From an optimization exercise on the open Yosys and OpenROAD flow, aimed at small area and a short achievable clock period; shortcuts taken in it are not production practice. Where RTL was checked, it was by simulation tests only, not by an equivalence proof against the original. Power figures rest on the tool's default switching activity, not on a simulated workload.

==> flow/design.v <==
`timescale 1ns / 1ps
module ALM10_SOA_lod(
    input  [14:0] a,
    output reg [3:0] k,
    output [5:0] f
    );
    integer i;
    always @* begin
        k = 4'd0;
        for (i = 1; i < 15; i = i + 1)
            if (a[i]) k = i;
    end
    wire [20:0] ext = {a, 6'b0};
    wire [20:0] sh  = ext << (4'd14 - k);
    assign f = sh[19:14];
endmodule
module ALM10_SOA_log(
    input  [15:0] x,
    input  [15:0] y,
    output [8:0]  lx,
    output [8:0]  ly,
    output        c,
    output        sgn,
    output        nz
    );
    wire [15:0] xa = x ^ {16{x[15]}};
    wire [15:0] ya = y ^ {16{y[15]}};
    wire [3:0] kx, ky;
    wire [5:0] fx, fy;
    ALM10_SOA_lod lodx(.a(xa[14:0]), .k(kx), .f(fx));
    ALM10_SOA_lod lody(.a(ya[14:0]), .k(ky), .f(fy));
    assign lx  = {kx, fx[5:1]};
    assign ly  = {ky, fy[5:1]};
    assign c   = fx[0] & fy[0];
    assign sgn = x[15] ^ y[15];
    assign nz  = (|x) & (|y);
endmodule
module ALM10_SOA_add(
    input  [8:0] lx,
    input  [8:0] ly,
    input        c,
    output [9:0] s
    );
    assign s = lx + ly + c;
endmodule
module ALM10_SOA_antilog(
    input  [9:0]  s,
    input         sgn,
    input         nz,
    output [31:0] p
    );
    wire [15:0] m = {1'b1, s[4:0], 10'b1111111111};
    wire [46:0] sh = {31'b0, m} << s[9:5];
    wire [31:0] o = sh[46:15];
    assign p = nz ? (o ^ {32{sgn}}) : 32'b0;
endmodule
module ALM10_SOA(
    input [15:0] x,
    input [15:0] y,
    output [31:0] p
    );
    wire [8:0] lx, ly;
    wire [9:0] s;
    wire c, sgn, nz;
    ALM10_SOA_log     lg(.x(x), .y(y), .lx(lx), .ly(ly), .c(c), .sgn(sgn), .nz(nz));
    ALM10_SOA_add     ad(.lx(lx), .ly(ly), .c(c), .s(s));
    ALM10_SOA_antilog al(.s(s), .sgn(sgn), .nz(nz), .p(p));
endmodule
`timescale 1ns / 10ps
module mult_top(
    input clk,
    input  [15:0] x,
    input  [15:0] y,
    output [31:0] p_out
    );
    wire [8:0] lx, ly;
    wire [9:0] s;
    wire c, sgn, nz;
    reg  [8:0] lx1, ly1;
    reg  c1, sgn1, nz1, sgn2, nz2;
    reg  [9:0] s2;
    ALM10_SOA_log lg(.x(x), .y(y), .lx(lx), .ly(ly), .c(c), .sgn(sgn), .nz(nz));
    ALM10_SOA_add ad(.lx(lx1), .ly(ly1), .c(c1), .s(s));
    always @(posedge clk) begin
        lx1 <= lx;  ly1 <= ly;  c1 <= c;  sgn1 <= sgn;  nz1 <= nz;
        s2 <= s;    sgn2 <= sgn1;  nz2 <= nz1;
    end
    ALM10_SOA_antilog al(.s(s2), .sgn(sgn2), .nz(nz2), .p(p_out));
endmodule
clock: 7.0 ns
lec_check: 0
cap_margin: 20
core_margin: 2
core_utilization: 40
slew_margin: 20
run.sh (not shown) runs the stock make flow with config.mk's settings and CLKGATE_MAP_FILE= SYNTH_SCRIPT=/design/flow/synth_recipe.tcl, a recipe that flattens the netlist after the stock synthesis.
Then changed:
SETUP_SLACK_MARGIN = 3.5   (was unset)
What happened: Synthesized cell count is unchanged; setup slack improves by 1.6 ns; core utilization climbs by 11 points; sequential share of layout area drops by 2.0 points; area after synthesis is unchanged.
Then changed:
SETUP_SLACK_MARGIN = 4.0   (was 3.5)
Register-to-register slack got worse by 0.02 ns.
Combinational power went up by a quarter to a third.
Worst setup slack got worse by 0.14 ns.
Die area does not change.
Final area went up by roughly a tenth.
Flip-flop and latch count stays the same.
Wire length went up by roughly a tenth.
Non-clock buffer count went up by 49.
Then changed:
SETUP_SLACK_MARGIN = 3.0   (was 4.0)
Result: Cell area fell by about a fifth. Worst setup slack loses 0.23 ns. Power fell by a quarter to a third.
Function was not checked in any run of this note: the RTL went through the layout flow alone.

---

Another version of the RTL of mult_top (not shown whole).
Size: roughly 410 cells after synthesis, ~3400 um2 of cells after synthesis.
export LEC_CHECK = 0
export CAP_MARGIN = 20
export CORE_MARGIN = 2
export CORE_UTILIZATION = 40
export SETUP_SLACK_MARGIN = 4.0
export SLEW_MARGIN = 20
export SYNTH_HIERARCHICAL = 1
export TNS_END_PERCENT = 5
create_clock -name core_clock -period 7.0 [get_ports {clk}]
standard.sh (not shown) runs the stock make flow with config.mk's settings and CLKGATE_MAP_FILE= SYNTH_SCRIPT=/design/flow/synth_recipe.tcl, a recipe that flattens the netlist after the stock synthesis.
==> flow/flow/run.sh <==
#!/bin/bash
# The standard layout, with plain buffers (not delay cells) on the ports.
set -euo pipefail
bash standard.sh BUFFER_PORTS_ARGS="-buffer_cell sky130_fd_sc_hd__buf_1" ABC_LOAD_IN_FF=1 CTS_ARGS="-sink_clustering_enable -repair_clock_nets -dont_use_dummy_load" finish > flow_make.log 2>&1
Rerun with:
==> flow/flow/run.sh (replaced) <==
#!/bin/bash
# The standard layout, with plain buffers (not delay cells) on the ports.
set -euo pipefail
bash standard.sh BUFFER_PORTS_ARGS="-buffer_cell sky130_fd_sc_hd__buf_1" CTS_ARGS="-sink_clustering_enable -repair_clock_nets -dont_use_dummy_load" finish > flow_make.log 2>&1
--- a/flow/config.mk
+++ b/flow/config.mk
@@ -13,2 +13 @@
 export SYNTH_HIERARCHICAL = 1
-export TNS_END_PERCENT = 5
Effect: Total power went up by 0.71%. Clock-buffer cell count is unchanged. Register-to-register slack is worse by 0.08 ns. Combinational power grows by about 0.5%.
Rerun with:
--- a/flow/config.mk
+++ b/flow/config.mk
@@ -10,3 +10,3 @@
 export CORE_UTILIZATION = 40
-export SETUP_SLACK_MARGIN = 4.0
+export SETUP_SLACK_MARGIN = 4.1
 export SLEW_MARGIN = 20
Flip-flop and latch count stays the same. Die area stays the same. Maximum frequency rose by 2.4%. Power rose by 6.4%. Worst setup slack gets better by 0.069 ns. Clock power hardly moves. Design area rose by 4.3%. Worst hold slack stays flat.

---

## wip/tundra
Another version of the RTL of mult_top (not shown whole).
Size in the first run: ~410 cells after synthesis, roughly 47 flip-flops, about 65 I/O pins, about 3500 µm² of cells after synthesis.
Settings: LEC_CHECK=0, CAP_MARGIN=20, CORE_MARGIN=2, CORE_UTILIZATION=60, SETUP_SLACK_MARGIN=4.0, SLEW_MARGIN=20, SYNTH_HIERARCHICAL=1; clock period 7.0 ns.
==> flow/flow/run.sh <==
#!/bin/bash
# The standard layout, with plain buffers (not delay cells) on the ports.
set -euo pipefail
bash standard.sh BUFFER_PORTS_ARGS="-buffer_cell sky130_fd_sc_hd__buf_2" finish > flow_make.log 2>&1
diff inputs: wip/tundra => wip/yarrow
Settings: a change of SETUP_SLACK_MARGIN from 4.0 to 4.6; a change of CORE_UTILIZATION from 60 to 40.
- The lower ratio of routed vias to standard cells of wip/yarrow and wip/tundra is in wip/yarrow.
- Lower utilization goes to wip/yarrow over wip/tundra.
- Fmax: wip/yarrow vs wip/tundra up about 1.8%
diff inputs: wip/yarrow => wip/sierra
Settings: a change of SETUP_SLACK_MARGIN from 4.6 to 4.0.
==> flow/flow/run.sh <==
#!/bin/bash
# The standard layout, with plain buffers (not delay cells) on the ports.
set -euo pipefail
bash standard.sh BUFFER_PORTS_ARGS="-buffer_cell sky130_fd_sc_hd__buf_1" CTS_ARGS="-sink_clustering_enable -repair_clock_nets -sink_clustering_size 50 -sink_clustering_max_diameter 400 -dont_use_dummy_load" finish > flow_make.log 2>&1
Findings:
Diff wip/yarrow -> wip/sierra: setup slack stayed essentially flat, routed wire length fell by 28%, net switching share of the total power now larger. Compared to wip/yarrow, wip/sierra has power about 30% lower. wip/sierra reports its cell at the slowest stage of the critical path as sky130_fd_sc_hd__dfxtp_2 while wip/yarrow reports sky130_fd_sc_hd__dfxtp_4. wip/sierra ended with less global router's overall resource usage than wip/yarrow.
### wip/sierra -> wip/amber
Settings: SETUP_SLACK_MARGIN changed from 4.0 to 4.3.
==> flow/flow/run.sh <==
#!/bin/bash
# The standard layout, with plain buffers (not delay cells) on the ports.
set -euo pipefail
bash standard.sh BUFFER_PORTS_ARGS="-buffer_cell sky130_fd_sc_hd__buf_2" finish > flow_make.log 2>&1
==> comparison <==
Relative to wip/sierra, the combinational logic power measured on wip/amber has increased by more than a quarter.
met3 global-route usage in wip/amber is 0.87 points lower than in wip/sierra
Compared with wip/sierra, wip/amber shows portion of the clock cycle consumed by the worst path in the final layout lower by 0.35 points.
On all-layer global routing usage: between wip/sierra and wip/amber, it ends up lower for wip/sierra.
Diff wip/amber..wip/sierra | depth of the most critical reg-to-reg path | unchanged
Setup slack: wip/amber more than wip/sierra
Diff wip/sierra -> wip/amber: worst hold-check slack increased by 8.9 ps relative to the old numbers; via count increased by 326 relative to the old numbers; synthesized netlist net count closely matched the old numbers.
Cell at the slowest stage of the critical path: sky130_fd_sc_hd__dfxtp_4 -> wip/amber, sky130_fd_sc_hd__dfxtp_2 -> wip/sierra
Comparing wip/amber with wip/sierra, the clock slew seen by the registers of the worst setup and hold paths came out essentially unchanged.
Changes in wip/indigo relative to wip/amber:
Settings: swapping 4.3 for 4.0 in SETUP_SLACK_MARGIN.
==> flow/flow/run.sh <==
#!/bin/bash
# The standard layout, with plain buffers (not delay cells) on the ports.
set -euo pipefail
bash standard.sh BUFFER_PORTS_ARGS="-buffer_cell sky130_fd_sc_hd__buf_1" finish > flow_make.log 2>&1
## What came out
wip/indigo: no failed stages, no open violations at the end. wip/indigo ended up with sky130_fd_sc_hd__dfxtp_2 as its cell with the largest stage delay on the worst path; wip/amber ended up with sky130_fd_sc_hd__dfxtp_4. Compared to wip/amber, the routing of wip/indigo uses less wire. Compare wip/indigo and wip/amber | global-route wire length before repair higher: wip/amber. wip/indigo vs. wip/amber: total power dropped 0.35 mW; final cell count dropped 44; ratio of final minimum period to clock period climbed 0.37 points. wip/indigo: worst hold slack lower than wip/amber.
Setup changes, wip/indigo to wip/delta
==> flow/flow/run.sh <==
#!/bin/bash
# The standard layout, with plain buffers (not delay cells) on the ports.
set -euo pipefail
bash standard.sh BUFFER_PORTS_ARGS="-buffer_cell sky130_fd_sc_hd__buf_1" RECOVER_POWER=100 finish > flow_make.log 2>&1
## What came out
- From the logs: wip/delta reached the end of the flow and failed the layout checks with max-capacitance violations, max-slew violations.
- The faster design of the two is wip/indigo; wip/delta tops out lower.
- Summary — register share of total power, wip/delta relative to wip/indigo: higher, by 0.6 points.
- wip/indigo vs wip/delta, critical path endpoint: p_out[18] vs p_out[27]
- Summary — number of stages on the worst setup path, wip/delta relative to wip/indigo: lower, by 2.
- The relative slew slack of wip/delta falls short of that of wip/indigo by 76 points.
- Number of logic inverters in the finished layout: wip/delta vs wip/indigo — no meaningful difference
- Between wip/delta and wip/indigo, it is wip/delta whose area occupied by multi-input gates is lower, by 2.9%.

## static timing again, ports no longer ideal
The results above use ideal ports. As a check the final layouts listed here were re-extracted and re-timed, cells and wires unchanged.
Step 1 (the two cells are an assumption about what drives the block):
set clk [get_ports {clk}]
set_driving_cell -lib_cell sky130_fd_sc_hd__clkbuf_16 $clk
set_driving_cell -lib_cell sky130_fd_sc_hd__buf_2 [delete_from_list [all_inputs] $clk]
Step 2 times the ports against the registers' clock, not the clock port: input delays grow and output delays shrink by t, the midpoint of the rising clock arrivals with the driver on.
Slacks: ideal ports / drivers / drivers and shift; pairs: ideal ports / drivers.
run | t, ns | slack for setup (ns) | hold slack, ns | worst setup path at the end | worst register clock-pin slew, ns
the first run of note 1 | 0.303 | 1.852 / 1.865 / 1.562 | 0.324 / 0.324 / 0.324 | input to register | 0.05 / 0.05
the second run of note 1 | 0.303 | 3.422 / 3.390 / 3.179 | 0.324 / 0.324 / 0.324 | input to register | 0.05 / 0.05
the third run of note 1 | 0.295 | 3.286 / 3.257 / 3.071 | 0.336 / 0.336 / 0.336 | input to register | 0.05 / 0.05
the fourth run of note 1 | 0.303 | 3.051 / 3.017 / 2.807 | 0.324 / 0.324 / 0.324 | input to register | 0.05 / 0.05
the first run of note 2 | 0.310 | 4.069 / 4.043 / 3.810 | 0.505 / 0.505 / 0.505 | input to register | 0.08 / 0.08
the second run of note 2 | 0.312 | 4.071 / 4.043 / 3.836 | 0.499 / 0.499 / 0.499 | input to register | 0.08 / 0.08
the third run of note 2 | 0.315 | 4.140 / 4.111 / 3.915 | 0.499 / 0.499 / 0.499 | input to register | 0.09 / 0.09
wip/tundra | 0.324 | 4.051 / 4.021 / 3.836 | 0.490 / 0.490 / 0.490 | input to register | 0.09 / 0.09
wip/yarrow | 0.332 | 4.102 / 4.071 / 4.174 | 0.519 / 0.519 / 0.519 | input to register | 0.09 / 0.09
wip/sierra | 0.318 | 4.101 / 4.067 / 3.861 | 0.512 / 0.512 / 0.512 | input to register | 0.08 / 0.08
wip/amber | 0.322 | 4.125 / 4.096 / 4.085 | 0.521 / 0.521 / 0.521 | input to register | 0.09 / 0.09
wip/indigo | 0.322 | 4.100 / 4.066 / 3.865 | 0.502 / 0.502 / 0.502 | input to register | 0.08 / 0.08
wip/delta | 0.323 | 3.430 / 3.396 / 3.226 | 0.522 / 0.522 / 0.522 | input to register | 0.08 / 0.08
For the first run of note 1, which loses most, drivers alone change the setup slack by +0.013 ns; drivers and shift together by -0.290 ns.
